Background: an optimization exercise with open tools, aiming at small area, a short achievable clock period and few clock cycles per item. Do not read the settings as production practice.
Where RTL was checked, it was by simulation tests only, not by an equivalence proof against the original.
No functional check of the RTL was part of runs 6 and 7.

**flow/config.mk**
```make
export PLATFORM = sky130hd
export DESIGN_NAME = keccak
export DESIGN_NICKNAME = keccak
export VERILOG_FILES = /design/flow/design.v
export SDC_FILE = /design/flow/constraint.sdc
export NUM_CORES = 8
export LEC_CHECK = 0
export CAP_MARGIN = 35
export CORE_MARGIN = 2
export CORE_UTILIZATION = 35
export CTS_CLUSTER_DIAMETER = 100
export CTS_CLUSTER_SIZE = 20
export GPL_ROUTABILITY_DRIVEN = 0
export PLACE_DENSITY = 0.5
export SLEW_MARGIN = 35
export SYNTH_HIERARCHICAL = 1
```
**flow/constraint.sdc**
```tcl
create_clock -name core_clock -period 10.0 [get_ports {clk}]
set_input_delay 2.0000 -clock core_clock [delete_from_list [all_inputs] [get_ports {clk}]]
set_output_delay 2.0000 -clock core_clock [all_outputs]
set_load 0.01 [all_outputs]
```
**flow/design.v**
```verilog
module kc_andn (b, c, y);
  input  [63:0] b, c;
  output [63:0] y;
  assign y = ~b & c;
endmodule
module kc_and (s, w, y);
  input         s;
  input  [63:0] w;
  output [63:0] y;
  assign y = {64{s}} & w;
endmodule
module kc_xor (a, b, y);
  input  [63:0] a, b;
  output [63:0] y;
  assign y = a ^ b;
endmodule
module kc_upd (perm, keep, r, q, d);
  input         perm, keep;
  input  [63:0] r, q;
  output [63:0] d;
  assign d = ({64{perm}} & r) | ({64{keep}} & q);
endmodule
module keccak (clk, reset, in, in_ready, is_last, byte_num, buffer_full, out, out_ready);
  input              clk, reset;
  input      [63:0]  in;
  input              in_ready, is_last;
  input      [2:0]   byte_num;
  output reg         buffer_full;
  output     [511:0] out;
  output reg         out_ready;
  reg  [63:0] st [0:24];       
  reg  [8:0]  ptr;             
  reg  [4:0]  rnd;             
  reg         perm;            
  reg         last;            
  reg  [24:0] perm_l;          
  reg  [24:0] keep_l;          
  reg         rst_r;           
  wire end_blk = in_ready & (is_last | ptr[8]) & ~buffer_full;
  wire end_prm = perm & (rnd == 5'd23);
  wire perm_nx = ~reset & (perm ? ~end_prm : end_blk);
  always @(posedge clk) begin
    perm_l <= {25{perm_nx}};
    keep_l <= {{16{~reset & ~perm_nx}}, ~perm_nx, {7{~reset & ~perm_nx}}, ~perm_nx};
    rst_r <= reset;
  end
  always @(posedge clk)
    if (reset) begin
      ptr <= 9'd1;
      rnd <= 0;
      perm <= 0;
      last <= 0;
      buffer_full <= 0;
      out_ready <= 0;
    end else begin
      perm <= perm_nx;
      if (perm) begin
        rnd <= end_prm ? 5'd0 : rnd + 1'b1;
        if (end_prm) begin
          if (last)
            out_ready <= 1;
          else begin
            buffer_full <= 0;
            ptr <= 9'd1;
          end
        end
      end else if (in_ready & ~buffer_full) begin
        if (is_last | ptr[8]) begin
          ptr <= 0;
          buffer_full <= 1;
          last <= is_last;
        end else
          ptr <= {ptr[7:0], 1'b0};
      end
    end
  wire [63:0] w_sw;
  reg  [63:0] w_pad;
  genvar gi;
  generate
    for (gi = 0; gi < 8; gi = gi + 1) begin : SW
      assign w_sw[8*gi +: 8] = in[63-8*gi -: 8];
    end
  endgenerate
  integer k;
  always @(*) begin
    for (k = 0; k < 8; k = k + 1)
      if (~is_last || k < byte_num)
        w_pad[8*k +: 8] = w_sw[8*k +: 8];
      else if (k == byte_num)
        w_pad[8*k +: 8] = 8'h06;
      else
        w_pad[8*k +: 8] = 8'h00;
  end
  wire [63:0] w8 = ({64{ptr[8]}} & w_pad) ^ {is_last, 63'd0};
  wire [8:0]  sel = {in_ready & (ptr[8] | (is_last & ~buffer_full)), ptr[7:0] & {8{in_ready}}};
  function integer rotc(input integer i);
    case (i)
       0: rotc =  0;  1: rotc =  1;  2: rotc = 62;  3: rotc = 28;  4: rotc = 27;
       5: rotc = 36;  6: rotc = 44;  7: rotc =  6;  8: rotc = 55;  9: rotc = 20;
      10: rotc =  3; 11: rotc = 10; 12: rotc = 43; 13: rotc = 25; 14: rotc = 39;
      15: rotc = 41; 16: rotc = 45; 17: rotc = 15; 18: rotc = 21; 19: rotc =  8;
      20: rotc = 18; 21: rotc =  2; 22: rotc = 61; 23: rotc = 56; default: rotc = 14;
    endcase
  endfunction
  wire [63:0] c [0:4];
  wire [63:0] d [0:4];
  wire [63:0] th [0:24];
  wire [63:0] b [0:24];
  wire [63:0] ch [0:24];
  wire [63:0] ro [0:24];
  wire [63:0] nx [0:24];
  reg  [63:0] rc;
  genvar x, y;
  generate
    for (x = 0; x < 5; x = x + 1) begin : TC
      wire [63:0] p01, p23, p234;
      kc_xor x01 (st[x], st[x+5], p01);
      kc_xor x23 (st[x+10], st[x+15], p23);
      kc_xor x234 (p23, st[x+20], p234);
      kc_xor xc (p01, p234, c[x]);
    end
    for (x = 0; x < 5; x = x + 1) begin : TD
      kc_xor dx (c[(x+4)%5], {c[(x+1)%5][62:0], c[(x+1)%5][63]}, d[x]);
    end
    for (y = 0; y < 5; y = y + 1) begin : RY
      for (x = 0; x < 5; x = x + 1) begin : RX
        kc_xor tx (st[x+5*y], d[x], th[x+5*y]);
        if (rotc(x+5*y) == 0) begin : R0
          assign b[y+5*((2*x+3*y)%5)] = th[x+5*y];
        end else begin : RN
          assign b[y+5*((2*x+3*y)%5)] =
            {th[x+5*y][63-rotc(x+5*y):0], th[x+5*y][63:64-rotc(x+5*y)]};
        end
      end
    end
    for (y = 0; y < 5; y = y + 1) begin : CY
      for (x = 0; x < 5; x = x + 1) begin : CX
        wire [63:0] an;
        kc_andn ax (b[(x+1)%5+5*y], b[(x+2)%5+5*y], an);
        if (x == 0 && y == 0) begin : I0
          wire [63:0] bi = b[0] ^ rc;   
          kc_xor cx (bi, an, ch[0]);
        end else begin : IN
          kc_xor cx (b[x+5*y], an, ch[x+5*y]);
        end
        assign ro[x+5*y] = ch[x+5*y];
      end
    end
  endgenerate
  always @(*) begin
    case (rnd)
       0: rc = 64'h0000000000000001;  1: rc = 64'h0000000000008082;
       2: rc = 64'h800000000000808A;  3: rc = 64'h8000000080008000;
       4: rc = 64'h000000000000808B;  5: rc = 64'h0000000080000001;
       6: rc = 64'h8000000080008081;  7: rc = 64'h8000000000008009;
       8: rc = 64'h000000000000008A;  9: rc = 64'h0000000000000088;
      10: rc = 64'h0000000080008009; 11: rc = 64'h000000008000000A;
      12: rc = 64'h000000008000808B; 13: rc = 64'h800000000000008B;
      14: rc = 64'h8000000000008089; 15: rc = 64'h8000000000008003;
      16: rc = 64'h8000000000008002; 17: rc = 64'h8000000000000080;
      18: rc = 64'h000000000000800A; 19: rc = 64'h800000008000000A;
      20: rc = 64'h8000000080008081; 21: rc = 64'h8000000000008080;
      22: rc = 64'h0000000080000001; 23: rc = 64'h8000000080008008;
      default: rc = 64'd0;
    endcase
  end
  generate
    for (gi = 0; gi < 25; gi = gi + 1) begin : ST
      if (gi == 0 || gi == 8) begin : R0
        wire [63:0] qm, m, xw;
        kc_and a0 (~rst_r, st[gi], qm);
        kc_and a (sel[gi], gi == 8 ? w8 : w_pad, m);
        kc_xor xi (qm, m, xw);
        kc_upd u (perm_l[gi], keep_l[gi], ro[gi], xw, nx[gi]);
      end else if (gi < 9) begin : RT
        wire [63:0] m, xw;
        kc_and a (sel[gi], gi == 8 ? w8 : w_pad, m);
        kc_xor xi (st[gi], m, xw);
        kc_upd u (perm_l[gi], keep_l[gi], ro[gi], xw, nx[gi]);
      end else begin : CP
        kc_upd u (perm_l[gi], keep_l[gi], ro[gi], st[gi], nx[gi]);
      end
      always @(posedge clk)
        st[gi] <= nx[gi];
    end
  endgenerate
  generate
    for (gi = 0; gi < 64; gi = gi + 1) begin : OUT
      assign out[511-8*gi -: 8] = st[gi/8][8*(gi%8) +: 8];
    end
  endgenerate
endmodule
```
**flow/flow/run.sh**
```bash
#!/bin/bash
# Own layout flow: the standard flow (standard.sh) with these changes:
#  1. after the standard synthesis, every combinational cell is set to its
#     smallest drive strength (downsize.tcl); the repair steps size up what
#     timing, slew and capacitance need;
#  2. the repair steps aim at a setup slack margin (SETUP_MARGIN below);
#  3. the port buffers are plain buffers (buf_1) instead of delay cells;
#     the repair steps size up the ones timing needs;
#  4. timing-driven global placement weights more nets (70% of them, up to
#     3x) and re-weights them more often (at more overflow levels).
# Each tool's output goes to a log file of its own in this folder.
set -euo pipefail
HERE=$(pwd)
SETUP_MARGIN=${SETUP_MARGIN:-6.15}
PORT_BUF=${PORT_BUF:-sky130_fd_sc_hd__buf_1}
R=$HERE/orfs/results/$FLOW_PLATFORM/keccak/base

bash standard.sh synth > log_1_synth.txt 2>&1

ODB_IN=$R/1_synth.odb ODB_OUT=$R/1_synth.odb \
  openroad -no_init -exit flow/downsize.tcl > log_1b_downsize.txt 2>&1

bash standard.sh SETUP_SLACK_MARGIN=$SETUP_MARGIN \
  "BUFFER_PORTS_ARGS=-buffer_cell $PORT_BUF" \
  "GLOBAL_PLACEMENT_ARGS=-timing_driven_net_weight_max 3 -timing_driven_nets_percentage 70 -timing_driven_net_reweight_overflow {79 70 64 56 49 40 29 21 15 10}" finish > log_2_layout.txt 2>&1
```
**flow/flow/downsize.tcl**
```tcl
# Set every combinational cell of the synthesized netlist to the smallest
# drive strength of its function; the later repair steps size up what the
# timing and slew limits need. Registers, ties and taps are left alone.
read_db $::env(ODB_IN)
set db [ord::get_db]
set block [ord::get_db_block]
set dont_use [list]
if {[info exists ::env(DONT_USE_CELLS)]} { set dont_use $::env(DONT_USE_CELLS) }
set n 0
set saved 0.0
foreach inst [$block getInsts] {
  set m [$inst getMaster]
  set name [$m getName]
  if {![regexp {^(sky130_fd_sc_hd__)([a-z0-9]+)_([0-9]+)$} $name -> pfx base sz]} { continue }
  if {[regexp {^(df|edf|sdf|sedf|dl|conb|tap|decap|fill|diode|clk)} $base]} { continue }
  foreach s {0 1 2} {
    if {$s >= $sz} { break }
    set cand "${pfx}${base}_${s}"
    if {[lsearch -exact $dont_use $cand] >= 0} { continue }
    set cm [$db findMaster $cand]
    if {$cm == "NULL" || $cm == ""} { continue }
    set saved [expr {$saved + ([$m getWidth] - [$cm getWidth]) * [$m getHeight] / 1e6}]
    $inst swapMaster $cm
    incr n
    break
  }
}
puts "downsize: swapped $n instances, area saved [format %.1f $saved] um^2"
write_db $::env(ODB_OUT)
```
**flow/standard.sh**
```bash
#!/bin/bash
# synth_recipe.tcl (not shown) runs the flow's synth.tcl, then flattens the netlist and writes it again
# the make line also repeats each setting of config.mk as NAME=value (left out here)
make -C /OpenROAD-flow-scripts/flow DESIGN_CONFIG=/design/flow/config.mk WORK_HOME=/design/flow/orfs CLKGATE_MAP_FILE= SYNTH_SCRIPT=/design/flow/synth_recipe.tcl "${@:-finish}"
```
==> results of run 1 <==
worst max-delay path, cell delays in order (launching register included):
cell and delay, ps:
dfxtp_1 410, xor2_1 180, xor2_1 550, xor2_1 430
xor2_2 760, xor2_1 730, nor2b_1 260, xor2_1 240
a22o_1 260
timing repair:
item,in CTS,in global routing
setup endpoints to repair,31,41
gates resized for setup,31,23
hold buffers,0,0
worst paths after layout:
check / end / slack, ps
max: st[19][53] / 6020
min: ptr[4] / 490
min reg2reg: ptr[4] / 490
max reg2reg: st[19][53] / 6020
flip-flops by register name (all words and copies together) (netlist names):
signal / count
perm: 1
buffer_full: 1
perm_l: 1
last: 1
keep_l: 2
out_ready: 1
rnd: 5
st: 1600
rst_r: 1
rc: 7
ptr: 9
final cells by class:
class	instances	area, um2	area share
multi-input cells	9581	79700	0.615
flip-flops and latches	1629	32700	0.252
inverters	12	47.5	0.000367
well taps	4180	5230	0.0404
repair buffers	1304	7950	0.0614
diodes	68	170	0.00131
clock buffers	131	3040	0.0235
clock inverters	65	701	0.00541
through the flow:
stage          instances  utilization  area (um2)  setup slack, ps
2_1_floorplan      11666            -      112000             6230
4_1_cts            16895        0.405      129000             6110
6_report           16970        0.408      130000             6020
3_3_place_gp       16698        0.388      123000             5150
3_5_place_dp       16699        0.394      125000             5230
5_1_grt            16904        0.407      129000             6130
per-layer routing:
layer,wire length [um],track usage,vias to the layer above
met1,262000,0.494,50036
met2,284000,0.597,7492
met4,95400,0.453,52
met5,778,0.00654,-
met3,127000,0.270,1974
li1,-,-,40075
==> summary.txt, run 1 <==
Floorplan
  • Die Span X: 569 um
  • Initial Util: 0.352
  • Die ar.: 324000 um2
  • Core area: 318000 um2
  • Die Ht: 569 um
  • Row cnt: 207
  • I/O Pins: 585

Placed design
  • Port Buffers: 584
  • Post-DP HPWL: 645 mm

Final layout
  • Commonest non-fill, non-tap cells in the layout: xor2_1 (5112), nor2b_1 (1613), a22o_1 (1603)
  • Filler cells: 31655
  • Synthesis-to-finish area growth: 15.9%
  • NumNets Final: 12722
  • Commonest non-fill, non-tap cell in the layout: xor2_1
  • Share of layout cells above drive strength 1: 0.0983

Run
  • Max_cap viols: 0

GRT
  • GRT Util Overall: 0.456
  • Total grt overflow: 0
  • Vias in the first global route: 90058
  • First-pass GRT wire length: 958 mm
  • Largest net degree at the start of global routing: 186
  • Initial antenna violation count: 113

CTS
  • Worst skew pair latency: 1030 ps
  • Setup bufs post-CTS: 0
  • CTS tree: built
  • Worst-path clk slew: 100 ps
  • H-tree depth: 3
  • Root Buffer: clkbuf_16
  • Clock Sinks: 1629
  • CTS buffer count: 115
  • Max Buffers Root-to-Sink: 4

Synth
  • Synth warn: 9
  • Mapped cell area: 112000 um2
  • Cells after Synth: 11666
  • Mapped Nets: 11745
  • Mean cell area of the mapped netlist: 9.58 um2

Critical path
  • WP data required: 10890 ps
  • Worst r2r src: st[13][26]
  • CP Launch Type: flop
  • Worst r2r path cells: 8
  • Worst setup path class: reg2reg
  • Crit. Startpoint: st[13][26]
  • Worst-path maximum fanout: 5
  • Worst EP arrival: 4870 ps
  • CP endpoint kind: flop

Timing
  • Fin Hold WS: 489 ps
  • # setup viols final: 0
  • Fin. max-slew vios: 0
  • Setup Skew: 50.2 ps
  • Minimum clock period: 3980 ps
  • Unrepaired setup endpoints after global routing: true
  • Setup_tns: 0 ps
  • Final hold viol count: 0
  • Fin crit share: 0.398
  • Relative slew slack: 0.156
  • Slew @ Worst Pin: 1260 ps
  • Fmax: 0.251 GHz

Detailed routing
  • Avg Vias per Cell: 5.87
  • Wire length per cell: 45.3 um
  • Drt total wl: 769 mm
  • Post-route DRC: 0
  • DR pass1 iterations: 8
  • Final ANT Viol Nets: 0
  • Via count: 99629
  • Iter 0 DRT Violations: 16492

Min path
  • Hold path cells: 2
  • Hold wc startpoint: ptr[4]
  • Hold crit path type: reg2reg

Run status
  • Status: timing/DRC/antenna clean
Testbench counts, summed over its fixed seeds: cycles 5,495, bytes 9,368.
==> run 2, diff against run 1 <==
--- a/flow/flow/run.sh
+++ b/flow/flow/run.sh
@@ -12,5 +12,5 @@
 set -euo pipefail
 HERE=$(pwd)
-SETUP_MARGIN=${SETUP_MARGIN:-6.15}
+SETUP_MARGIN=${SETUP_MARGIN:-6.3}
 PORT_BUF=${PORT_BUF:-sky130_fd_sc_hd__buf_1}
 R=$HERE/orfs/results/$FLOW_PLATFORM/keccak/base
--- a/flow/config.mk
+++ b/flow/config.mk
@@ -8,9 +8,9 @@
 export CAP_MARGIN = 35
 export CORE_MARGIN = 2
-export CORE_UTILIZATION = 35
+export CORE_UTILIZATION = 45
 export CTS_CLUSTER_DIAMETER = 100
 export CTS_CLUSTER_SIZE = 20
 export GPL_ROUTABILITY_DRIVEN = 0
-export PLACE_DENSITY = 0.5
+export PLACE_DENSITY = 0.6
 export SLEW_MARGIN = 35
 export SYNTH_HIERARCHICAL = 1
==> run 2 against run 1 <==
  * Clock skew is 31 ps higher
  * Global-route usage is 8.8 points higher
  * First-iteration DRC count is 13% higher
  * Clock-buffer cell count is 16 lower
  * Register-to-register slack better by 50 ps
  * Critical path depth stayed put
  * Synthesized area stayed put
  * Fmax is 1.2% higher
  * Cell area is 1.8% lower
==> summary.txt, run 2 <==
CTS
  • Resized cells post-CTS: 30 (-3.2%)
  • Max Buffers Root-to-Sink: 3 (-1)
  • Root Buffer: clkbuf_16
  • Clock Sinks: 1629 (unchanged)
  • CTS buffer count: 100 (-13%)
  • H-tree depth: 3 (unchanged)
  • Worst-path clk slew: 100 ps (about the same)
  • Worst skew pair latency: 900 ps (-130 ps)
  • Hold buffers post-CTS: 0 (unchanged)
  • Setup bufs post-CTS: 0 (unchanged)
  • CTS tree: built

Detailed routing
  • Top layer in use: met5
  • Detail Route met2 WL: 252 mm (-11%)
  • Via count: 102633 (+3.0%)
  • Final ANT Viol Nets: 0 (unchanged)
  • Avg Vias per Cell: 6.42 (+9.4%)
  • Iter 0 DRT Violations: 18563 (+13%)
  • Post-route DRC: 0 (unchanged)
  • Routed met3 length: 134 mm (+6.0%)
  • Drt total wl: 715 mm (-7.0%)
  • DR pass1 iterations: 9 (+1)
  • Wire length per cell: 44.8 um (-1.2%)
  • M1 wire length: 229 mm (-13%)

Timing
  • Slew @ Worst Pin: 1290 ps (+29.1 ps)
  • Fin Hold WS: 476 ps (-13.0 ps)
  • Relative slew slack: 0.137 (-0.0195)
  • Unrepaired setup endpoints after global routing: true
  • Setup Skew: 80.9 ps (+30.6 ps)
  • Minimum clock period: 3930 ps (-48.4 ps)
  • Setup WS post-layout: 6070 ps (+48.4 ps)
  • Fin. max-slew vios: 0 (unchanged)
  • # setup viols final: 0 (unchanged)
  • Final hold viol count: 0 (unchanged)
  • Fmax: 0.254 GHz (+1.2%)
  • Fin crit share: 0.393 (-0.00484)
  • Setup_tns: 0 ps (unchanged)

Floorplan
  • Die Span X: 502 um (-12%)
  • I/O Pins: 585 (unchanged)
  • Initial Util: 0.454 (+0.102)
  • Core area: 246000 um2 (-22%)
  • Row cnt: 182 (-12%)
  • Die ar.: 252000 um2 (-22%)
  • Die Ht: 502 um (-12%)

GRT
  • Largest net degree at the start of global routing: 204 (+9.7%)
  • First-pass GRT wire length: 902 mm (-5.9%)
  • Vias in the first global route: 90275 (+0.24%)
  • GRT Util Overall: 0.544 (+0.0878)
  • Total grt overflow: 0 (unchanged)
  • Initial antenna violation count: 94 (-17%)

Synth
  • Cells after Synth: 11666 (unchanged)
  • Synth warn: 9 (unchanged)
  • Mapped cell area: 112000 um2 (unchanged)
  • Mapped Nets: 11745 (unchanged)
  • Mean cell area of the mapped netlist: 9.58 um2 (unchanged)

Placed design
  • Placed Area: 123000 um2 (-1.5%)
  • Port Buffers: 584 (unchanged)
  • Post-DP HPWL: 588 mm (-8.7%)
  • Worst slack, placed: 5210 ps (-21.4 ps)

Final layout
  • Design area: 127000 um2 (-1.8%)
  • Synthesis-to-finish area growth: 13.8%
  • Register with the most flip-flops: st
  • NumNets Final: 12610 (-0.88%)
  • Largest register FFs: 1600 (unchanged)
  • Commonest non-fill, non-tap cells in the layout: xor2_1 (5090), nor2b_1 (1613), a22o_1 (1603)
  • Commonest non-fill, non-tap cell in the layout: xor2_1
  • Share of layout cells above drive strength 1: 0.0888 (-0.00952)

Run
  • Max_cap viols: 0 (unchanged)

Critical path
  • Worst-path maximum fanout: 5 (unchanged)
  • Worst setup path class: reg2reg
  • WP data required: 10720 ps (-170 ps)
  • Worst EP arrival: 4650 ps (-220 ps)
  • CP Launch Type: flop
  • R2r setup slk: 6070 ps (+50 ps)
  • CP endpoint kind: flop

Run status
  • Status: timing/DRC/antenna clean

Min path
  • Hold crit path type: reg2reg
-- run 2: changes by cell type in the layout (fill, tap and decap cells not counted), moves of 7 or more --
cell / delta
xor2_4: -9
clkinvlp_4: -7
buf_4: -99
diode_2: +24
dfxtp_2: -7
clkbuf_16: -14
clkinv_2: -9
dfxtp_1: +7
xor2_1: -22
xor2_2: +31
-- run 2: critical path: stages (launching register included) --
cell	delay (ps)
dfxtp_1	410
xor2_1	180
xor2_1	480
xor2_1	360
xor2_2	780
xor2_1	950
nor2b_1	140
xor2_1	210
a22o_1	240
-- run 2: layout make-up --
| cell class | count | area, um2 |
|---|---|---|
| antenna | 92 | 230 |
| tap | 3312 | 4140 |
| fill | 23039 | 119000 |
| clock inverter | 33 | 382 |
| multi-input combinational | 9581 | 79800 |
| timing repair buffer | 1207 | 7280 |
| sequential | 1629 | 32700 |
| clock buffer | 115 | 2660 |
| inverter | 12 | 47.5 |
-- run 2: through the flow --
step | cells | util
3_5_place_dp | 15731 | 0.500
2_1_floorplan | 11666 | -
4_1_cts | 15879 | 0.513
6_report | 15981 | 0.516
5_1_grt | 15899 | 0.515
3_3_place_gp | 15729 | 0.492
-- run 2: path summary, 6_finish.rpt --
kind	from	endpoint	depth (start not counted)
worst max-delay path	st[13][26]	st[5][46]	8
worst min-delay path	ptr[6]	ptr[6]	2
worst max register to register	st[13][26]	st[5][46]	8
worst min register to register	ptr[6]	ptr[6]	2
-- run 2: layer usage --
metal  GRT usage  vias up
met5      0.0533        -
met3       0.391     2825
li1            -    39759
met2       0.685     9194
met1       0.558    50805
met4       0.558       50
==> run 3, diff against run 2 <==
--- a/flow/config.mk
+++ b/flow/config.mk
@@ -8,9 +8,9 @@
 export CAP_MARGIN = 35
 export CORE_MARGIN = 2
-export CORE_UTILIZATION = 45
+export CORE_UTILIZATION = 30
 export CTS_CLUSTER_DIAMETER = 100
 export CTS_CLUSTER_SIZE = 20
 export GPL_ROUTABILITY_DRIVEN = 0
-export PLACE_DENSITY = 0.6
+export PLACE_DENSITY = 0.45
 export SLEW_MARGIN = 35
 export SYNTH_HIERARCHICAL = 1
==> run 3 against run 2 <==
  * Critical path depth did not move
  * Clock skew fell by 1.6 ps
  * Register-to-register slack barely moved
  * Still clean
  * Global-route usage fell by 14 points
  * Core utilization fell by 16 points
  * Cell count rose by 12%
  * Die area rose by 50%
  * Setup slack improved by 14 ps
  * Via count fell by 3.2%
==> summary.txt, run 3 <==
Floorplan
  • I/O Pins: 585 (unchanged)
  • Die Span X: 614 um (+22%)
  • Core area: 372000 um2 (+51%)
  • Row cnt: 224 (+23%)
  • Initial Util: 0.301 (-0.153)
  • Die Ht: 614 um (+22%)
  • Die ar.: 377000 um2 (+50%)

GRT
  • First-pass GRT wire length: 990 mm (+9.8%)
  • Largest net degree at the start of global routing: 182 (-11%)
  • Vias in the first global route: 90562 (+0.32%)
  • GRT Util Overall: 0.404 (-0.140)
  • Initial antenna violation count: 153 (+63%)
  • Total grt overflow: 0 (unchanged)

Detailed routing
  • Iter 0 DRT Violations: 14117 (-24%)
  • Post-route DRC: 0 (unchanged)
  • Via count: 99311 (-3.2%)
  • Wire length per cell: 44.7 um (-0.11%)
  • Drt total wl: 798 mm (+12%)
  • Final ANT Viol Nets: 0 (unchanged)
  • DR pass1 iterations: 6 (-3)
  • Avg Vias per Cell: 5.56 (-13%)

Final layout
  • Commonest non-fill, non-tap cells in the layout: xor2_1 (5124), nor2b_1 (1613), a22o_1 (1603)
  • Design area: 132000 um2 (+3.6%)
  • Register with the most flip-flops: st
  • NumNets Final: 12776 (+1.3%)
  • Share of layout cells above drive strength 1: 0.133 (+0.0444)
  • Largest register FFs: 1600 (unchanged)
  • Commonest non-fill, non-tap cell in the layout: xor2_1
  • Synthesis-to-finish area growth: 17.9%

Synth
  • Mapped Nets: 11745 (unchanged)
  • Cells after Synth: 11666 (unchanged)
  • Mean cell area of the mapped netlist: 9.58 um2 (unchanged)
  • Mapped cell area: 112000 um2 (unchanged)
  • Synth warn: 9 (unchanged)

Critical path
  • CP delay by family, top: XOR/XNOR gates
  • Worst EP arrival: 4760 ps (+110 ps)
  • CP Launch Type: flop
  • CP max stage cell: xor2_2
  • Max incr delay on CP: 880 ps (-70 ps)
  • WP data required: 10840 ps (+120 ps)
  • Worst setup path class: reg2reg
  • CP endpoint kind: flop
  • Crit-path most repeated cell: xor2_1
  • CP bufs+invs: 0 (unchanged)
  • Critical-path cell list: xor2_1 -> xor2_1 -> xor2_1 -> xor2_2 -> xor2_2 -> nor2b_1 -> xor2_1 -> a22o_1
  • Worst-path maximum fanout: 5 (unchanged)

CTS
  • CTS tree: built
  • Clock Sinks: 1629 (unchanged)
  • CTS buffer count: 116 (+16%)
  • Worst-path clk slew: 100 ps (about the same)
  • H-tree depth: 3 (unchanged)
  • Worst skew pair latency: 980 ps (+80 ps)
  • Max Buffers Root-to-Sink: 4 (+1)
  • Root Buffer: clkbuf_16
  • Hold buffers post-CTS: 0 (unchanged)

Timing
  • Slew @ Worst Pin: 1200 ps (-91.7 ps)
  • Unrepaired setup endpoints after global routing: true
  • Setup_tns: 0 ps (unchanged)
  • Fin crit share: 0.392 (-0.00143)
  • Final hold viol count: 0 (unchanged)
  • Fin Hold WS: 479 ps (+3.01 ps)
  • Fin. max-slew vios: 0 (unchanged)
  • Setup Skew: 79.2 ps (-1.64 ps)
  • Minimum clock period: 3920 ps (-14.3 ps)
  • Fmax: 0.255 GHz (+0.37%)
  • # setup viols final: 0 (unchanged)
  • Relative slew slack: 0.198 (+0.0613)

Run
  • Max_cap viols: 0 (unchanged)

Placed design
  • Placed Area: 126000 um2 (+2.5%)
  • Post-DP HPWL: 680 mm (+16%)
  • Port Buffers: 584 (unchanged)

Run status
  • Status: timing/DRC/antenna clean

Min path
  • Hold crit path type: reg2reg
## run 3: worst min-delay path, delay by kind of cell, from the launching register on
family	cells	cell delay, ps
flip-flops	1	340
AND/OR/NAND/NOR	1	60
AO/OA/AOI/OAI	1	50
## run 3: final cells by class
class | count | area [um2]
Fill cell | 38250 | 240000
Multi-Input combinational cell | 9581 | 79600
Sequential cell | 1629 | 33000
Timing Repair Buffer | 1357 | 8560
Tap cell | 4972 | 6220
Clock buffer | 138 | 3160
Clock inverter | 63 | 833
Antenna cell | 97 | 243
Inverter | 12 | 47.5
## run 3: path summary, 6_finish.rpt
path / end / slack, ps / from / cells after the start
setup / recovery: st[9][12] / 6080 / st[19][47] / 8
hold / removal: ptr[7] / 480 / ptr[7] / 2
setup reg to reg: st[9][12] / 6080 / st[19][47] / 8
hold reg to reg: ptr[7] / 480 / ptr[7] / 2
## run 3: per-stage QoR
step / setup WS, ps / cells / util
after detailed placement: 5180 / 17545 / 0.340
after global routing: 6260 / 17754 / 0.354
final: 6080 / 17849 / 0.355
after global placement: 5160 / 17544 / 0.336
after floorplan: 6320 / 11666 / -
after CTS: 6230 / 17747 / 0.353
## run 3: repair_timing
action,4_1_cts,5_1_grt
endpoints found under the setup margin,427,47
gates resized for setup,499,11
endpoints found under the hold margin,0,0
buffers inserted,1,0
## run 3: per-layer routing
metal  up-vias  GRT usage  routed length (um)
met5         -    0.00303                1000
met4        70      0.377               92600
met3      1898      0.202              111000
met2      6821      0.556              310000
met1     50269      0.449              284000
li1      40253          -                   -
==> run 4, diff against run 3 <==
--- a/flow/flow/run.sh
+++ b/flow/flow/run.sh
@@ -23,3 +23,3 @@
 bash standard.sh SETUP_SLACK_MARGIN=$SETUP_MARGIN \
   "BUFFER_PORTS_ARGS=-buffer_cell $PORT_BUF" \
-  "GLOBAL_PLACEMENT_ARGS=-timing_driven_net_weight_max 3 -timing_driven_nets_percentage 70 -timing_driven_net_reweight_overflow {79 70 64 56 49 40 29 21 15 10}" finish > log_2_layout.txt 2>&1
+  "GLOBAL_PLACEMENT_ARGS=-timing_driven_net_weight_max 3 -timing_driven_nets_percentage 90 -timing_driven_net_reweight_overflow {79 70 64 56 49 40 29 21 15 10}" finish > log_2_layout.txt 2>&1
--- a/flow/config.mk
+++ b/flow/config.mk
@@ -8,9 +8,9 @@
 export CAP_MARGIN = 35
 export CORE_MARGIN = 2
-export CORE_UTILIZATION = 30
+export CORE_UTILIZATION = 35
 export CTS_CLUSTER_DIAMETER = 100
 export CTS_CLUSTER_SIZE = 20
 export GPL_ROUTABILITY_DRIVEN = 0
-export PLACE_DENSITY = 0.45
+export PLACE_DENSITY = 0.5
 export SLEW_MARGIN = 35
 export SYNTH_HIERARCHICAL = 1
==> run 4 against run 3 <==
  * Sequential share of layout area grew 0.29 points
  * Critical path depth decreased by 1
  * Hold slack better by 14 ps
  * Sequential cell count stayed put
  * Fmax grew 0.74%
  * Cell area fell by 1.4%
  * Highest routed layer unchanged
==> summary.txt, run 4 <==
Run status
  • Status: timing/DRC/antenna clean

Detailed routing
  • Post-route DRC: 0 (unchanged)
  • Iter 0 DRT Violations: 16192 (+15%)
  • Final ANT Viol Nets: 0 (unchanged)
  • DR pass1 iterations: 8 (+2)
  • Via count: 100350 (+1.0%)
  • Wire length per cell: 45.3 um (+1.3%)
  • Avg Vias per Cell: 5.90 (+6.1%)
  • Drt total wl: 770 mm (-3.5%)

Final layout
  • Commonest non-fill, non-tap cell in the layout: xor2_1
  • Register with the most flip-flops: st
  • Multi-input gate area: 79700 um2 (about the same)
  • NumNets Final: 12728 (-0.38%)
  • Largest register FFs: 1600 (unchanged)
  • Share of layout cells above drive strength 1: 0.120 (-0.0132)
  • Commonest non-fill, non-tap cells in the layout: xor2_1 (5114), nor2b_1 (1612), a22o_1 (1603)
  • Design area: 130000 um2 (-1.4%)
  • Synthesis-to-finish area growth: 16.2%
  • Filler cells: 31639 (-17%)
  • Sequential standard cell area: 32900 um2 (-0.32%)

CTS
  • Root Buffer: clkbuf_16
  • CTS buffer count: 113 (-2.6%)
  • Worst skew pair latency: 960 ps (-20 ps)
  • CTS tree: built
  • Worst-path clk slew: 100 ps (about the same)
  • Clock Sinks: 1629 (unchanged)
  • H-tree depth: 3 (unchanged)
  • Max Buffers Root-to-Sink: 4 (unchanged)

Critical path
  • Crit-path most repeated cell: xor2_1
  • CP delay by family, top: XOR/XNOR gates
  • CP endpoint kind: flop
  • CP bufs+invs: 0 (unchanged)
  • Critical-path cell list: xor2_1 -> xor2_1 -> xor2_1 -> xor2_1 -> nor2b_1 -> xor2_1 -> a22o_1
  • Worst-path maximum fanout: 5 (unchanged)
  • CP Launch Type: flop
  • Worst setup path class: reg2reg
  • Max incr delay on CP: 810 ps (-70 ps)
  • Worst EP arrival: 4690 ps (-70 ps)
  • CP max stage cell: xor2_1
  • WP data required: 10810 ps (-30 ps)

Floorplan
  • Core area: 318000 um2 (-14%)
  • Row cnt: 207 (-7.6%)
  • Die Ht: 569 um (-7.4%)
  • I/O Pins: 585 (unchanged)
  • Initial Util: 0.352 (+0.0510)
  • Die ar.: 324000 um2 (-14%)
  • Die Span X: 569 um (-7.4%)

Timing
  • Minimum clock period: 3890 ps (-28.6 ps)
  • Relative slew slack: 0.110 (-0.0884)
  • # setup viols final: 0 (unchanged)
  • Setup_tns: 0 ps (unchanged)
  • Fin crit share: 0.389 (-0.00286)
  • Final hold viol count: 0 (unchanged)
  • Fin. max-slew vios: 0 (unchanged)
  • Unrepaired setup endpoints after global routing: true
  • Slew @ Worst Pin: 1330 ps (+132 ps)
  • Setup Skew: 63.4 ps (-15.8 ps)
  • Fmax: 0.257 GHz (+0.74%)

GRT
  • GRT Util Overall: 0.457 (+0.0531)
  • Initial antenna violation count: 138 (-9.8%)
  • Vias in the first global route: 90553 (-0.0099%)
  • First-pass GRT wire length: 962 mm (-2.9%)
  • Total grt overflow: 0 (unchanged)
  • Largest net degree at the start of global routing: 191 (+4.9%)

Synth
  • Mean cell area of the mapped netlist: 9.58 um2 (unchanged)
  • Mapped Nets: 11745 (unchanged)
  • Synth warn: 9 (unchanged)
  • Cells after Synth: 11666 (unchanged)
  • Mapped cell area: 112000 um2 (unchanged)

Min path
  • Hold crit path type: reg2reg

Run
  • Max_cap viols: 0 (unchanged)

Placed design
  • Placed Area: 125000 um2 (-1.1%)
  • Port Buffers: 584 (unchanged)
  • Post-DP HPWL: 645 mm (-5.1%)
## run 4: tightest hold or removal path, cell delays in order (launching register included)
cell and delay [ps]:
dfxtp_1 340, nand2_1 60, a21oi_1 50
## run 4: layer usage
layer,vias to the layer above,global-route usage,wire length [um]
li1,40091,-,-
met1,50569,0.500,264000
met2,7565,0.605,288000
met3,2061,0.256,122000
met4,64,0.446,95100
met5,-,0.0251,1720
## run 4: layout make-up
type | instances | share of cell area
well taps | 4180 | 0.0403
repair buffers | 1312 | 0.0622
inverters | 12 | 0.000366
flip-flops and latches | 1629 | 0.254
diodes | 102 | 0.00197
multi-input cells | 9581 | 0.614
clock buffers | 131 | 0.0232
clock inverters | 57 | 0.00489
## run 4: repair_timing
item,CTS,global route
hold buffers,0,0
endpoints found under the hold margin,0,0
resized for setup,302,52
setup buffers,0,2
endpoints found under the setup margin,272,94
## run 4: worst paths after layout
check,slack (ps),depth (start not counted),end,start
worst min-delay path,490,2,ptr[3],ptr[3]
worst min register to register,490,2,ptr[3],ptr[3]
worst max-delay path,6110,7,st[2][5],st[5][54]
worst max register to register,6110,7,st[2][5],st[5][54]
## run 4: metrics by stage
| stage | hold slack [ps] | std cells | setup slack [ps] | util |
|---|---|---|---|---|
| 6_report | 493 | 17004 | 6110 | 0.409 |
| 3_5_place_dp | 473 | 16708 | 5090 | 0.393 |
| 3_3_place_gp | 465 | 16707 | 5060 | 0.388 |
| 2_1_floorplan | 441 | 11666 | 6320 | - |
| 4_1_cts | 486 | 16896 | 6160 | 0.406 |
| 5_1_grt | 503 | 16911 | 6230 | 0.408 |
==> run 5, diff against run 4 <==
--- a/flow/flow/run.sh
+++ b/flow/flow/run.sh
@@ -23,3 +23,3 @@
 bash standard.sh SETUP_SLACK_MARGIN=$SETUP_MARGIN \
   "BUFFER_PORTS_ARGS=-buffer_cell $PORT_BUF" \
-  "GLOBAL_PLACEMENT_ARGS=-timing_driven_net_weight_max 3 -timing_driven_nets_percentage 90 -timing_driven_net_reweight_overflow {79 70 64 56 49 40 29 21 15 10}" finish > log_2_layout.txt 2>&1
+  "GLOBAL_PLACEMENT_ARGS=-timing_driven_net_weight_max 5 -timing_driven_nets_percentage 70 -timing_driven_net_reweight_overflow {79 70 64 56 49 40 29 21 15 10}" finish > log_2_layout.txt 2>&1
==> run 5 against run 4 <==
  * Non-clock buffer count is 15 lower
  * Routed wire length is 0.99% higher
  * Setup slack worse by 5.8 ps
  * Largest cell class unchanged
  * Synthesized area stayed put
  * Clock-buffer cell count is 1 lower
  * Core utilization is 0.070 points higher
  * Sequential cell count stayed put
  * Die area stayed put
  * Via count is 0.90% higher
  * Synthesized cell count stayed put
==> summary.txt, run 5 <==
Critical path
  • Worst EP arrival: 4760 ps (+70 ps)
  • Critical-path cell list: xor2_1 -> xor2_1 -> xor2_1 -> xor2_2 -> xor2_1 -> nor2b_1 -> xor2_1 -> a22o_1
  • Worst setup path class: reg2reg
  • CP max stage cell: xor2_2
  • Crit-path most repeated cell: xor2_1
  • CP Launch Type: flop
  • Max incr delay on CP: 880 ps (+70 ps)
  • CP endpoint kind: flop
  • WP data required: 10860 ps (+50 ps)
  • Worst-path maximum fanout: 5 (unchanged)

Timing
  • Minimum clock period: 3890 ps (+5.80 ps)
  • # setup viols final: 0 (unchanged)
  • Fmax: 0.257 GHz (-0.15%)
  • Relative slew slack: 0.149 (+0.0392)
  • Unrepaired setup endpoints after global routing: true
  • Setup Skew: 66.0 ps (+2.56 ps)
  • Slew @ Worst Pin: 1270 ps (-58.6 ps)
  • Setup_tns: 0 ps (unchanged)
  • Final hold viol count: 0 (unchanged)
  • Fin. max-slew vios: 0 (unchanged)
  • Fin crit share: 0.389 (+0.000580)

Detailed routing
  • DR pass1 iterations: 8 (unchanged)
  • Iter 0 DRT Violations: 15432 (-4.7%)
  • Final ANT Viol Nets: 0 (unchanged)
  • Via count: 101252 (+0.90%)
  • Post-route DRC: 0 (unchanged)
  • Avg Vias per Cell: 5.95 (+0.90%)
  • Drt total wl: 778 mm (+0.99%)
  • Wire length per cell: 45.7 um (+0.99%)

CTS
  • Max Buffers Root-to-Sink: 4 (unchanged)
  • Worst skew pair latency: 1000 ps (+40 ps)
  • Hold buffers post-CTS: 0 (unchanged)
  • CTS buffer count: 114 (+0.88%)
  • Clock Sinks: 1629 (unchanged)
  • H-tree depth: 3 (unchanged)
  • CTS tree: built
  • Worst-path clk slew: 100 ps (about the same)
  • Root Buffer: clkbuf_16

GRT
  • GRT Util Overall: 0.461 (+0.00396)
  • Largest net degree at the start of global routing: 192 (+0.52%)
  • Total grt overflow: 0 (unchanged)
  • Vias in the first global route: 92030 (+1.6%)
  • Initial antenna violation count: 131 (-5.1%)
  • First-pass GRT wire length: 972 mm (+1.1%)

Floorplan
  • Initial Util: 0.352 (unchanged)
  • Die Span X: 569 um (unchanged)
  • Die Ht: 569 um (unchanged)
  • Row cnt: 207 (unchanged)
  • Core area: 318000 um2 (unchanged)
  • Die ar.: 324000 um2 (unchanged)
  • I/O Pins: 585 (unchanged)

Run status
  • Status: timing/DRC/antenna clean

Final layout
  • Synthesis-to-finish area growth: 16.4%
  • Register with the most flip-flops: st
  • Commonest non-fill, non-tap cell in the layout: xor2_1
  • Share of layout cells above drive strength 1: 0.122 (+0.00234)
  • Largest register FFs: 1600 (unchanged)
  • NumNets Final: 12714 (-0.11%)
  • Commonest non-fill, non-tap cells in the layout: xor2_1 (5095), nor2b_1 (1613), a22o_1 (1603)
  • Core Util, Final: 0.409 (+0.000697)
  • Filler cells: 31517 (-0.39%)

Placed design
  • Port Buffers: 584 (unchanged)
  • Post-DP HPWL: 654 mm (+1.4%)

Synth
  • Mean cell area of the mapped netlist: 9.58 um2 (unchanged)
  • Mapped cell area: 112000 um2 (unchanged)
  • Synth warn: 9 (unchanged)
  • Cells after Synth: 11666 (unchanged)
  • Mapped Nets: 11745 (unchanged)

Run
  • Max_cap viols: 0 (unchanged)

Min path
  • Hold crit path type: reg2reg
run 5: cell types whose count changed in the layout (fill, tap and decap cells not counted), moves of 8 or more:
cell / previous run / this run
dfxtp_2: 218 / 229
clkbuf_2: 11 / 2
buf_4: 703 / 690
buf_2: 88 / 101
dfxtp_1: 1399 / 1385
buf_1: 483 / 475
xor2_2: 249 / 266
xor2_1: 5114 / 5095
diode_2: 102 / 116
run 5: worst max-delay path, delay by kind of cell (launching register included):
kind             cells  cell delay [ps]
XOR/XNOR             6             2880
flip-flops           1              410
AND/OR/NAND/NOR      1              240
AO/OA/AOI/OAI        1              210
run 5: layout make-up:
| cell class | instances | area [um2] | share of cell area |
|---|---|---|---|
| timing repair buffer | 1297 | 7960 | 0.0612 |
| inverter | 12 | 47.5 | 0.000366 |
| antenna | 116 | 290 | 0.00223 |
| clock buffer | 130 | 3030 | 0.0233 |
| tap | 4180 | 5230 | 0.0402 |
| multi-input combinational | 9581 | 79800 | 0.614 |
| clock inverter | 59 | 732 | 0.00563 |
| sequential | 1629 | 33000 | 0.253 |
run 5: repair_timing:
action                                  4_1_cts  5_1_grt
endpoints found under the setup margin      314       43
gates resized for setup                     370       18
buffers inserted                              1        0
hold endpoints to repair                      0        0
run 5: routing by layer:
| layer | track usage | up-vias | share of wire |
|---|---|---|---|
| met4 | 0.473 | 32 | 0.13 |
| met5 | 0.0190 | - | 0.0016 |
| met1 | 0.493 | 50842 | 0.34 |
| met2 | 0.609 | 7972 | 0.37 |
| li1 | - | 40104 | - |
| met3 | 0.265 | 2302 | 0.16 |
run 5: path summary, 6_finish.rpt:
path,endpoint,slack (ps),depth (start not counted),start
worst min-delay path,out_ready,500,2,out_ready
worst max-delay path,st[2][62],6110,8,st[13][48]
worst max register to register,st[2][62],6110,8,st[13][48]
worst min register to register,out_ready,500,2,out_ready
run 5: per-stage QoR:
stage	hold WS, ps	cells	instance area (um2)	setup WS [ps]
2_1_floorplan	441	11666	112000	6320
3_3_place_gp	471	16694	123000	5110
3_5_place_dp	472	16694	125000	5120
4_1_cts	504	16884	129000	6100
5_1_grt	529	16898	130000	6260
6_report	503	17004	130000	6110
==> run 6, diff against run 5 <==
--- a/flow/design.v
+++ b/flow/design.v
@@ -75,5 +75,4 @@
     end
   wire [63:0] w_sw;
-  reg  [63:0] w_pad;
   genvar gi;
   generate
@@ -82,16 +81,25 @@
     end
   endgenerate
+  reg  [7:0]  keep, pad;
   integer k;
-  always @(*) begin
-    for (k = 0; k < 8; k = k + 1)
-      if (~is_last || k < byte_num)
-        w_pad[8*k +: 8] = w_sw[8*k +: 8];
-      else if (k == byte_num)
-        w_pad[8*k +: 8] = 8'h06;
-      else
-        w_pad[8*k +: 8] = 8'h00;
-  end
-  wire [63:0] w8 = ({64{ptr[8]}} & w_pad) ^ {is_last, 63'd0};
-  wire [8:0]  sel = {in_ready & (ptr[8] | (is_last & ~buffer_full)), ptr[7:0] & {8{in_ready}}};
+  always @(*)
+    for (k = 0; k < 8; k = k + 1) begin
+      keep[k] = ~is_last | (k < byte_num);
+      pad[k]  = is_last & (k == byte_num);
+    end
+  wire [8:0]  sel = {9{in_ready & ~buffer_full}} & ptr;
+  wire        pad80 = in_ready & ~buffer_full & is_last;
+  wire [63:0] m [0:8];
+  generate
+    for (gi = 0; gi < 9; gi = gi + 1) begin : MW
+      wire [7:0] en = keep & {8{sel[gi]}};
+      wire [7:0] pd = pad & {8{sel[gi]}};
+      genvar gk;
+      for (gk = 0; gk < 8; gk = gk + 1) begin : MB
+        assign m[gi][8*gk +: 8] = (w_sw[8*gk +: 8] & {8{en[gk]}}) | {5'd0, pd[gk], pd[gk], 1'b0}
+                                  | ((gi == 8 && gk == 7) ? {pad80, 7'd0} : 8'd0);
+      end
+    end
+  endgenerate
   function integer rotc(input integer i);
     case (i)
@@ -105,4 +113,5 @@
   wire [63:0] c [0:4];
   wire [63:0] d [0:4];
+  wire [63:0] d2 [0:4];        
   wire [63:0] th [0:24];
   wire [63:0] b [0:24];
@@ -122,8 +131,9 @@
     for (x = 0; x < 5; x = x + 1) begin : TD
       kc_xor dx (c[(x+4)%5], {c[(x+1)%5][62:0], c[(x+1)%5][63]}, d[x]);
+      kc_xor dx2 (c[(x+4)%5], {c[(x+1)%5][62:0], c[(x+1)%5][63]}, d2[x]);
     end
     for (y = 0; y < 5; y = y + 1) begin : RY
       for (x = 0; x < 5; x = x + 1) begin : RX
-        kc_xor tx (st[x+5*y], d[x], th[x+5*y]);
+        kc_xor tx (st[x+5*y], y < 3 ? d[x] : d2[x], th[x+5*y]);
         if (rotc(x+5*y) == 0) begin : R0
           assign b[y+5*((2*x+3*y)%5)] = th[x+5*y];
@@ -168,13 +178,11 @@
     for (gi = 0; gi < 25; gi = gi + 1) begin : ST
       if (gi == 0 || gi == 8) begin : R0
-        wire [63:0] qm, m, xw;
+        wire [63:0] qm, xw;
         kc_and a0 (~rst_r, st[gi], qm);
-        kc_and a (sel[gi], gi == 8 ? w8 : w_pad, m);
-        kc_xor xi (qm, m, xw);
+        kc_xor xi (qm, m[gi], xw);
         kc_upd u (perm_l[gi], keep_l[gi], ro[gi], xw, nx[gi]);
       end else if (gi < 9) begin : RT
-        wire [63:0] m, xw;
-        kc_and a (sel[gi], gi == 8 ? w8 : w_pad, m);
-        kc_xor xi (st[gi], m, xw);
+        wire [63:0] xw;
+        kc_xor xi (st[gi], m[gi], xw);
         kc_upd u (perm_l[gi], keep_l[gi], ro[gi], xw, nx[gi]);
       end else begin : CP
--- a/flow/flow/run.sh
+++ b/flow/flow/run.sh
@@ -6,7 +6,5 @@
 #  2. the repair steps aim at a setup slack margin (SETUP_MARGIN below);
 #  3. the port buffers are plain buffers (buf_1) instead of delay cells;
-#     the repair steps size up the ones timing needs;
-#  4. timing-driven global placement weights more nets (70% of them, up to
-#     3x) and re-weights them more often (at more overflow levels).
+#     the repair steps size up the ones timing needs.
 # Each tool's output goes to a log file of its own in this folder.
 set -euo pipefail
@@ -22,4 +20,3 @@
 
 bash standard.sh SETUP_SLACK_MARGIN=$SETUP_MARGIN \
-  "BUFFER_PORTS_ARGS=-buffer_cell $PORT_BUF" \
-  "GLOBAL_PLACEMENT_ARGS=-timing_driven_net_weight_max 5 -timing_driven_nets_percentage 70 -timing_driven_net_reweight_overflow {79 70 64 56 49 40 29 21 15 10}" finish > log_2_layout.txt 2>&1
+  "BUFFER_PORTS_ARGS=-buffer_cell $PORT_BUF" finish > log_2_layout.txt 2>&1
==> run 6 against run 5 <==
  * Core utilization rose by 0.66 points
  * Hold slack improved by 1.9 ps
  * Clock skew rose by 4.1 ps
  * Via count rose by 1.7%
  * Still clean on timing, DRC and antenna
==> summary.txt, run 6 <==
Timing
  • Fin. max-slew vios: 0 (unchanged)
  • Slew @ Worst Pin: 1320 ps (+51.3 ps)
  • Setup Skew: 70.1 ps (+4.12 ps)
  • Fin crit share: 0.412 (+0.0230)
  • # setup viols final: 0 (unchanged)
  • Setup WS post-layout: 5880 ps (-230 ps)
  • Unrepaired setup endpoints after global routing: true
  • Setup_tns: 0 ps (unchanged)
  • Minimum clock period: 4120 ps (+230 ps)
  • Fmax: 0.243 GHz (-5.6%)
  • Final hold viol count: 0 (unchanged)
  • Relative slew slack: 0.115 (-0.0343)

Final layout
  • Sequential standard cell area: 33100 um2 (+0.43%)
  • Share of layout cells above drive strength 1: 0.126 (+0.00390)
  • Register with the most flip-flops: st
  • Commonest non-fill, non-tap cells in the layout: xor2_1 (5113), nor2b_1 (1606), a22o_1 (1602)
  • Multi-input gate area: 85900 um2 (+7.7%)
  • Commonest non-fill, non-tap cell in the layout: xor2_1
  • Core Util, Final: 0.416 (+0.00664)
  • NumNets Final: 12667 (-0.37%)
  • Filler cells: 32008 (+1.6%)
  • Synthesis-to-finish area growth: 18.5%
  • Largest register FFs: 1600 (unchanged)

CTS
  • H-tree depth: 3 (unchanged)
  • Max Buffers Root-to-Sink: 4 (unchanged)
  • Hold buffers post-CTS: 0 (unchanged)
  • Worst-path clk slew: 90 ps (about the same)
  • CTS buffer count: 114 (unchanged)
  • Clock Sinks: 1629 (unchanged)
  • Root Buffer: clkbuf_16
  • CTS tree: built
  • Worst skew pair latency: 980 ps (-20 ps)

Detailed routing
  • DR pass1 iterations: 6 (-2)
  • Drt total wl: 800 mm (+2.8%)
  • Iter 0 DRT Violations: 16498 (+6.9%)
  • Final ANT Viol Nets: 0 (unchanged)
  • Wire length per cell: 46.7 um (+2.2%)
  • Via count: 103009 (+1.7%)
  • Avg Vias per Cell: 6.02 (+1.1%)
  • Post-route DRC: 0 (unchanged)

Placed design
  • Port Buffers: 584 (unchanged)
  • Worst slack, placed: 4580 ps (-542 ps)
  • Post-DP HPWL: 664 mm (+1.6%)

Critical path
  • Worst EP arrival: 4960 ps (+200 ps)
  • CP Launch Type: flop
  • Worst-path maximum fanout: 4 (-1)
  • Crit-path most repeated cell: xor2_1
  • Max incr delay on CP: 920 ps (+40 ps)
  • Critical-path cell list: xor2_1 -> xor2_1 -> xor2_2 -> xor2_2 -> xor2_1 -> nor2b_1 -> xor2_1 -> a22o_1
  • CP bufs+invs: 0 (unchanged)
  • WP data required: 10840 ps (-20 ps)
  • CP max stage cell: xor2_1
  • CP delay by family, top: XOR/XNOR gates
  • Worst setup path class: reg2reg
  • CP endpoint kind: flop

Run
  • Max_cap viols: 0 (unchanged)

Floorplan
  • Initial Util: 0.351 (-0.000773)
  • Die ar.: 329000 um2 (+1.5%)
  • Row cnt: 209 (+0.97%)
  • Die Span X: 573 um (+0.73%)
  • Die Ht: 573 um (+0.73%)
  • I/O Pins: 585 (unchanged)
  • Core area: 323000 um2 (+1.7%)

GRT
  • GRT Util Overall: 0.466 (+0.00569)
  • Vias in the first global route: 92204 (+0.19%)
  • Total grt overflow: 0 (unchanged)
  • First-pass GRT wire length: 998 mm (+2.6%)
  • Initial antenna violation count: 100 (-24%)
  • Largest net degree at the start of global routing: 181 (-5.7%)

Synth
  • Mapped Nets: 11975 (+2.0%)
  • Synth warn: 9 (unchanged)
  • Cells after Synth: 11896 (+2.0%)
  • Mapped cell area: 113000 um2 (+1.5%)
  • Mean cell area of the mapped netlist: 9.53 um2 (-0.48%)

Run status
  • Status: timing/DRC/antenna clean

Min path
  • Hold crit path type: reg2reg
==> run 6: changes by cell type in the layout (fill, tap and decap cells not counted), moves of 74 or more <==
| cell | previous run | this run |
|---|---|---|
| buf_4 | 690 | 341 |
| and2_0 | 762 | 453 |
| nor2_1 | 25 | 201 |
| xor2_2 | 266 | 424 |
| xor2_4 | 23 | 168 |
| buf_1 | 475 | 549 |
==> run 6: final timing paths <==
check	start	cells past startpoint	slack [ps]	end
max reg2reg	st[13][53]	8	5880	st[18][16]
min	ptr[7]	2	500	ptr[7]
max	st[13][53]	8	5880	st[18][16]
min reg2reg	ptr[7]	2	500	ptr[7]
==> run 6: cell type report <==
type	count	area share
Tap cell	4325	0.0403
Clock buffer	134	0.0226
Timing Repair Buffer	996	0.0441
Clock inverter	66	0.00523
Inverter	10	0.000410
Antenna cell	109	0.00203
Sequential cell	1629	0.246
Multi-Input combinational cell	9837	0.639
==> run 6: metrics by stage <==
step | cells | instance area [um2] | hold slack [ps]
CTS | 16986 | 133000 | 500
global placement | 16777 | 124000 | 469
detailed placement | 16781 | 128000 | 486
finish | 17106 | 134000 | 505
global route | 17013 | 134000 | 526
floorplan | 11896 | 113000 | 445
==> run 6: per-layer routing <==
metal	vias up	wire (um)	global-route usage
li1	40133	-	-
met1	52141	275000	0.516
met2	8419	288000	0.591
met3	2286	127000	0.263
met4	30	109000	0.501
met5	-	514	0.0125
==> run 6: timing repair <==
item                       CTS  global route
setup endpoints to repair  831           344
pin swaps                    2             7
resized for setup          438           102
gates cloned                 1             0
setup buffers                4             3
==> run 6: tightest hold or removal path, delay by kind of cell (launching register included) <==
family / cells / cell delay [ps]
flip-flops: 1 / 350
AND/OR/NAND/NOR: 1 / 70
AO/OA/AOI/OAI: 1 / 50
==> run 7, diff against run 6 <==
--- a/flow/design.v
+++ b/flow/design.v
@@ -3,4 +3,10 @@
   output [63:0] y;
   assign y = ~b & c;
+endmodule
+module kc_andn3 (pn, b, c, y);
+  input         pn;
+  input  [63:0] b, c;
+  output [63:0] y;
+  assign y = ~{64{pn}} & ~b & c;
 endmodule
 module kc_and (s, w, y);
@@ -35,4 +41,5 @@
   reg         last;            
   reg  [24:0] perm_l;          
+  reg  [24:0] perm_n_l;        
   reg  [24:0] keep_l;          
   reg         rst_r;           
@@ -42,4 +49,5 @@
   always @(posedge clk) begin
     perm_l <= {25{perm_nx}};
+    perm_n_l <= {25{~perm_nx}};
     keep_l <= {{16{~reset & ~perm_nx}}, ~perm_nx, {7{~reset & ~perm_nx}}, ~perm_nx};
     rst_r <= reset;
@@ -113,9 +121,9 @@
   wire [63:0] c [0:4];
   wire [63:0] d [0:4];
-  wire [63:0] d2 [0:4];        
   wire [63:0] th [0:24];
   wire [63:0] b [0:24];
-  wire [63:0] ch [0:24];
-  wire [63:0] ro [0:24];
+  wire [63:0] b0 [0:24];
+  wire [63:0] an [0:24];
+  wire [63:0] hd [0:24];
   wire [63:0] nx [0:24];
   reg  [63:0] rc;
@@ -131,9 +139,8 @@
     for (x = 0; x < 5; x = x + 1) begin : TD
       kc_xor dx (c[(x+4)%5], {c[(x+1)%5][62:0], c[(x+1)%5][63]}, d[x]);
-      kc_xor dx2 (c[(x+4)%5], {c[(x+1)%5][62:0], c[(x+1)%5][63]}, d2[x]);
     end
     for (y = 0; y < 5; y = y + 1) begin : RY
       for (x = 0; x < 5; x = x + 1) begin : RX
-        kc_xor tx (st[x+5*y], y < 3 ? d[x] : d2[x], th[x+5*y]);
+        kc_xor tx (st[x+5*y], d[x], th[x+5*y]);
         if (rotc(x+5*y) == 0) begin : R0
           assign b[y+5*((2*x+3*y)%5)] = th[x+5*y];
@@ -146,13 +153,10 @@
     for (y = 0; y < 5; y = y + 1) begin : CY
       for (x = 0; x < 5; x = x + 1) begin : CX
-        wire [63:0] an;
-        kc_andn ax (b[(x+1)%5+5*y], b[(x+2)%5+5*y], an);
+        kc_andn3 ax (perm_n_l[x+5*y], b[(x+1)%5+5*y], b[(x+2)%5+5*y], an[x+5*y]);
         if (x == 0 && y == 0) begin : I0
-          wire [63:0] bi = b[0] ^ rc;   
-          kc_xor cx (bi, an, ch[0]);
+          assign b0[0] = b[0] ^ rc;
         end else begin : IN
-          kc_xor cx (b[x+5*y], an, ch[x+5*y]);
+          assign b0[x+5*y] = b[x+5*y];
         end
-        assign ro[x+5*y] = ch[x+5*y];
       end
     end
@@ -181,12 +185,13 @@
         kc_and a0 (~rst_r, st[gi], qm);
         kc_xor xi (qm, m[gi], xw);
-        kc_upd u (perm_l[gi], keep_l[gi], ro[gi], xw, nx[gi]);
+        kc_upd u (perm_l[gi], keep_l[gi], b0[gi], xw, hd[gi]);
       end else if (gi < 9) begin : RT
         wire [63:0] xw;
         kc_xor xi (st[gi], m[gi], xw);
-        kc_upd u (perm_l[gi], keep_l[gi], ro[gi], xw, nx[gi]);
+        kc_upd u (perm_l[gi], keep_l[gi], b0[gi], xw, hd[gi]);
       end else begin : CP
-        kc_upd u (perm_l[gi], keep_l[gi], ro[gi], st[gi], nx[gi]);
-      end
+        kc_upd u (perm_l[gi], keep_l[gi], b0[gi], st[gi], hd[gi]);
+      end
+      kc_xor xn (hd[gi], an[gi], nx[gi]);
       always @(posedge clk)
         st[gi] <= nx[gi];
--- a/flow/flow/run.sh
+++ b/flow/flow/run.sh
@@ -5,11 +5,10 @@
 #     timing, slew and capacitance need;
 #  2. the repair steps aim at a setup slack margin (SETUP_MARGIN below);
-#  3. the port buffers are plain buffers (buf_1) instead of delay cells;
-#     the repair steps size up the ones timing needs.
+#  3. the port buffers are plain buffers (buf_2) instead of delay cells.
 # Each tool's output goes to a log file of its own in this folder.
 set -euo pipefail
 HERE=$(pwd)
 SETUP_MARGIN=${SETUP_MARGIN:-6.3}
-PORT_BUF=${PORT_BUF:-sky130_fd_sc_hd__buf_1}
+PORT_BUF=${PORT_BUF:-sky130_fd_sc_hd__buf_2}
 R=$HERE/orfs/results/$FLOW_PLATFORM/keccak/base
 
==> run 7 against run 6 <==
  * Synthesized cell count fell by 1.2%
  * Clock-buffer cell count down 2
  * Global-route usage increased by 0.72 points
  * Critical path depth decreased by 1
  * Core utilization up 0.72 points
  * Register-to-register slack better by 80 ps
  * Hold slack improved by 3.6 ps
  * Cell count is 0.96% lower
==> summary.txt, run 7 <==
Synth
  • Mapped cell area: 113000 um2 (-0.13%)
  • Cells after Synth: 11751 (-1.2%)
  • Mapped Nets: 11830 (-1.2%)
  • Mean cell area of the mapped netlist: 9.64 um2 (+1.1%)
  • Synth warn: 9 (unchanged)

GRT
  • Initial antenna violation count: 160 (+60%)
  • Vias in the first global route: 95789 (+3.9%)
  • GRT Util Overall: 0.474 (+0.00724)
  • Largest net degree at the start of global routing: 209 (+15%)
  • Total grt overflow: 0 (unchanged)
  • First-pass GRT wire length: 1020 mm (+2.6%)

CTS
  • Clock Sinks: 1629 (unchanged)
  • Hold buffers post-CTS: 0 (unchanged)
  • CTS buffer count: 113 (-0.88%)
  • CTS tree: built
  • Root Buffer: clkbuf_16
  • Max Buffers Root-to-Sink: 4 (unchanged)
  • Worst-path clk slew: 100 ps (about the same)
  • Worst skew pair latency: 960 ps (-20 ps)
  • H-tree depth: 3 (unchanged)

Timing
  • Setup Skew: 65.3 ps (-4.86 ps)
  • Fin. max-slew vios: 0 (unchanged)
  • Final hold viol count: 0 (unchanged)
  • Slew @ Worst Pin: 1350 ps (+21.8 ps)
  • Setup_tns: 0 ps (unchanged)
  • Fin Hold WS: 508 ps (+3.56 ps)
  • Relative slew slack: 0.103 (-0.0115)
  • Fin crit share: 0.404 (-0.00804)
  • Unrepaired setup endpoints after global routing: true
  • Fmax: 0.247 GHz (+2.0%)
  • Minimum clock period: 4040 ps (-80.4 ps)
  • # setup viols final: 0 (unchanged)

Placed design
  • Port Buffers: 584 (unchanged)
  • Post-DP HPWL: 667 mm (+0.38%)

Min path
  • Hold path cells: 2 (unchanged)
  • Hold wc startpoint: ptr[4]
  • Hold crit path type: reg2reg
  • Hold EP: ptr[4]

Final layout
  • Register with the most flip-flops: st
  • Commonest non-fill, non-tap cell in the layout: xor2_1
  • Commonest non-fill, non-tap cells in the layout: xor2_1 (4684), a22o_1 (1602), nor3b_1 (1597)
  • Share of layout cells above drive strength 1: 0.188 (+0.0613)
  • NumNets Final: 12421 (-1.9%)
  • Largest register FFs: 1600 (unchanged)
  • Synthesis-to-finish area growth: 20.2%

Critical path
  • Worst-path maximum fanout: 5 (+1)
  • Worst setup path class: reg2reg
  • Worst r2r src: st[11][2]
  • Reg2reg end: st[7][63]
  • Worst r2r path cells: 7 (-1)
  • R2r setup slk: 5960 ps (+80 ps)
  • Worst EP arrival: 4910 ps (-50 ps)
  • CP endpoint kind: flop
  • WP data required: 10870 ps (+30 ps)
  • CP Launch Type: flop

Detailed routing
  • Avg Vias per Cell: 6.46 (+7.3%)
  • Wire length per cell: 48.1 um (+3.0%)
  • Final ANT Viol Nets: 0 (unchanged)
  • Drt total wl: 815 mm (+2.0%)
  • DR pass1 iterations: 9 (+3)
  • Via count: 109437 (+6.2%)
  • Iter 0 DRT Violations: 19833 (+20%)
  • Post-route DRC: 0 (unchanged)

Run
  • Max_cap viols: 0 (unchanged)

Floorplan
  • Core area: 322000 um2 (-0.48%)
  • I/O Pins: 585 (unchanged)
  • Die ar.: 328000 um2 (-0.13%)
  • Initial Util: 0.352 (+0.00124)
  • Row cnt: 208 (-0.48%)
  • Die Span X: 573 um (about the same)
  • Die Ht: 573 um (about the same)

Run status
  • Status: timing/DRC/antenna clean
[run 7: worst max-delay path by stage]
stage / from / endpoint / slack, ps / depth (start not counted)
after global placement: is_last / st[1][38] / 4110 / 8
after detailed placement: in_ready / st[1][51] / 4760 / 11
final: st[11][2] / st[7][63] / 5960 / 7
after CTS: st[16][50] / st[5][54] / 6270 / 7
after floorplan: byte_num[2] / st[5][25] / 6180 / 10
after global routing: st[11][58] / st[16][9] / 6140 / 8
[run 7: area by class of cell]
class / instances / area [um2]
Antenna cell: 221 / 553
Fill cell: 31533 / 186000
Inverter: 10 / 55.1
Multi-Input combinational cell: 9518 / 86000
Clock buffer: 132 / 3030
Clock inverter: 56 / 683
Sequential cell: 1629 / 33100
Tap cell: 4305 / 5390
Timing Repair Buffer: 1070 / 7290
[run 7: per-stage QoR]
stage                util  area (um2)  worst slack, ps  cells
global placement    0.388      125000             4110  16503
CTS                 0.417      134000             6270  16706
floorplan               -      113000             6180  11751
global route        0.422      136000             6140  16735
finish              0.423      136000             5960  16941
detailed placement  0.402      129000             4760  16507
[run 7: routing by layer]
| layer | GRT usage | vias to the layer above | part of all wire |
|---|---|---|---|
| li1 | - | 40961 | - |
| met1 | 0.520 | 55162 | 0.34 |
| met2 | 0.594 | 10461 | 0.36 |
| met3 | 0.301 | 2795 | 0.17 |
| met4 | 0.473 | 58 | 0.13 |
| met5 | 0.0372 | - | 0.0036 |
[run 7: repair_timing]
item / CTS / global route
setup buffers: 9 / 4
cloned: 2 / 0
pin swaps: 5 / 2
endpoints found under the setup margin: 664 / 232
gates resized for setup: 422 / 56
[run 7: worst max-delay path, stage by stage (launching register included)]
cell and delay (ps):
dfxtp_1 610, xor2_1 360, xor2_1 270, xor2_2 650, xor2_2 690, xor2_1 840, nor3b_1 350, xor2_1 170

## separate check: timing with driven ports
The flow's constraints put no driver on any port. The routed layouts listed below were extracted and timed again, unchanged, in two steps. Step 1 sets driving cells, clkbuf_16 on the clock port and buf_2 on the other inputs (assumed; they add their load-dependent delay and slew). Step 2, shift: input delay + t, output delay - t, t = (earliest + latest rising clock arrival at the registers) / 2. This alone moves slack from input paths to output paths. Three values: ideal ports, drivers, drivers and shift; two values: the first two.
| run | t, ns | setup slack, ns | worst hold slack (ns) | worst setup path at the end | cell pins on the clock port's net |
|---|---|---|---|---|---|
| run 1 | 1.103 | 6.021 / 5.939 / 5.030 | 0.489 / 0.489 / 0.489 | input to register | 1 |
| run 2 | 0.976 | 6.070 / 6.070 / 5.293 | 0.476 / 0.476 / 0.476 | input to register | 1 |
| run 3 | 1.062 | 6.084 / 6.084 / 5.302 | 0.479 / 0.479 / 0.479 | input to register | 1 |
| run 4 | 1.047 | 6.113 / 6.113 / 5.411 | 0.493 / 0.493 / 0.493 | input to register | 1 |
| run 5 | 1.062 | 6.107 / 6.107 / 5.252 | 0.503 / 0.503 / 0.503 | input to register | 1 |
| run 6 | 1.062 | 5.877 / 5.877 / 5.277 | 0.505 / 0.505 / 0.505 | input to register | 1 |
| run 7 | 1.054 | 5.957 / 5.957 / 5.245 | 0.508 / 0.508 / 0.508 | input to register | 1 |
After both steps every run listed still meets setup and hold. For run 1, which loses most, drivers alone change the setup slack by -0.082 ns; drivers and shift together by -0.991 ns.
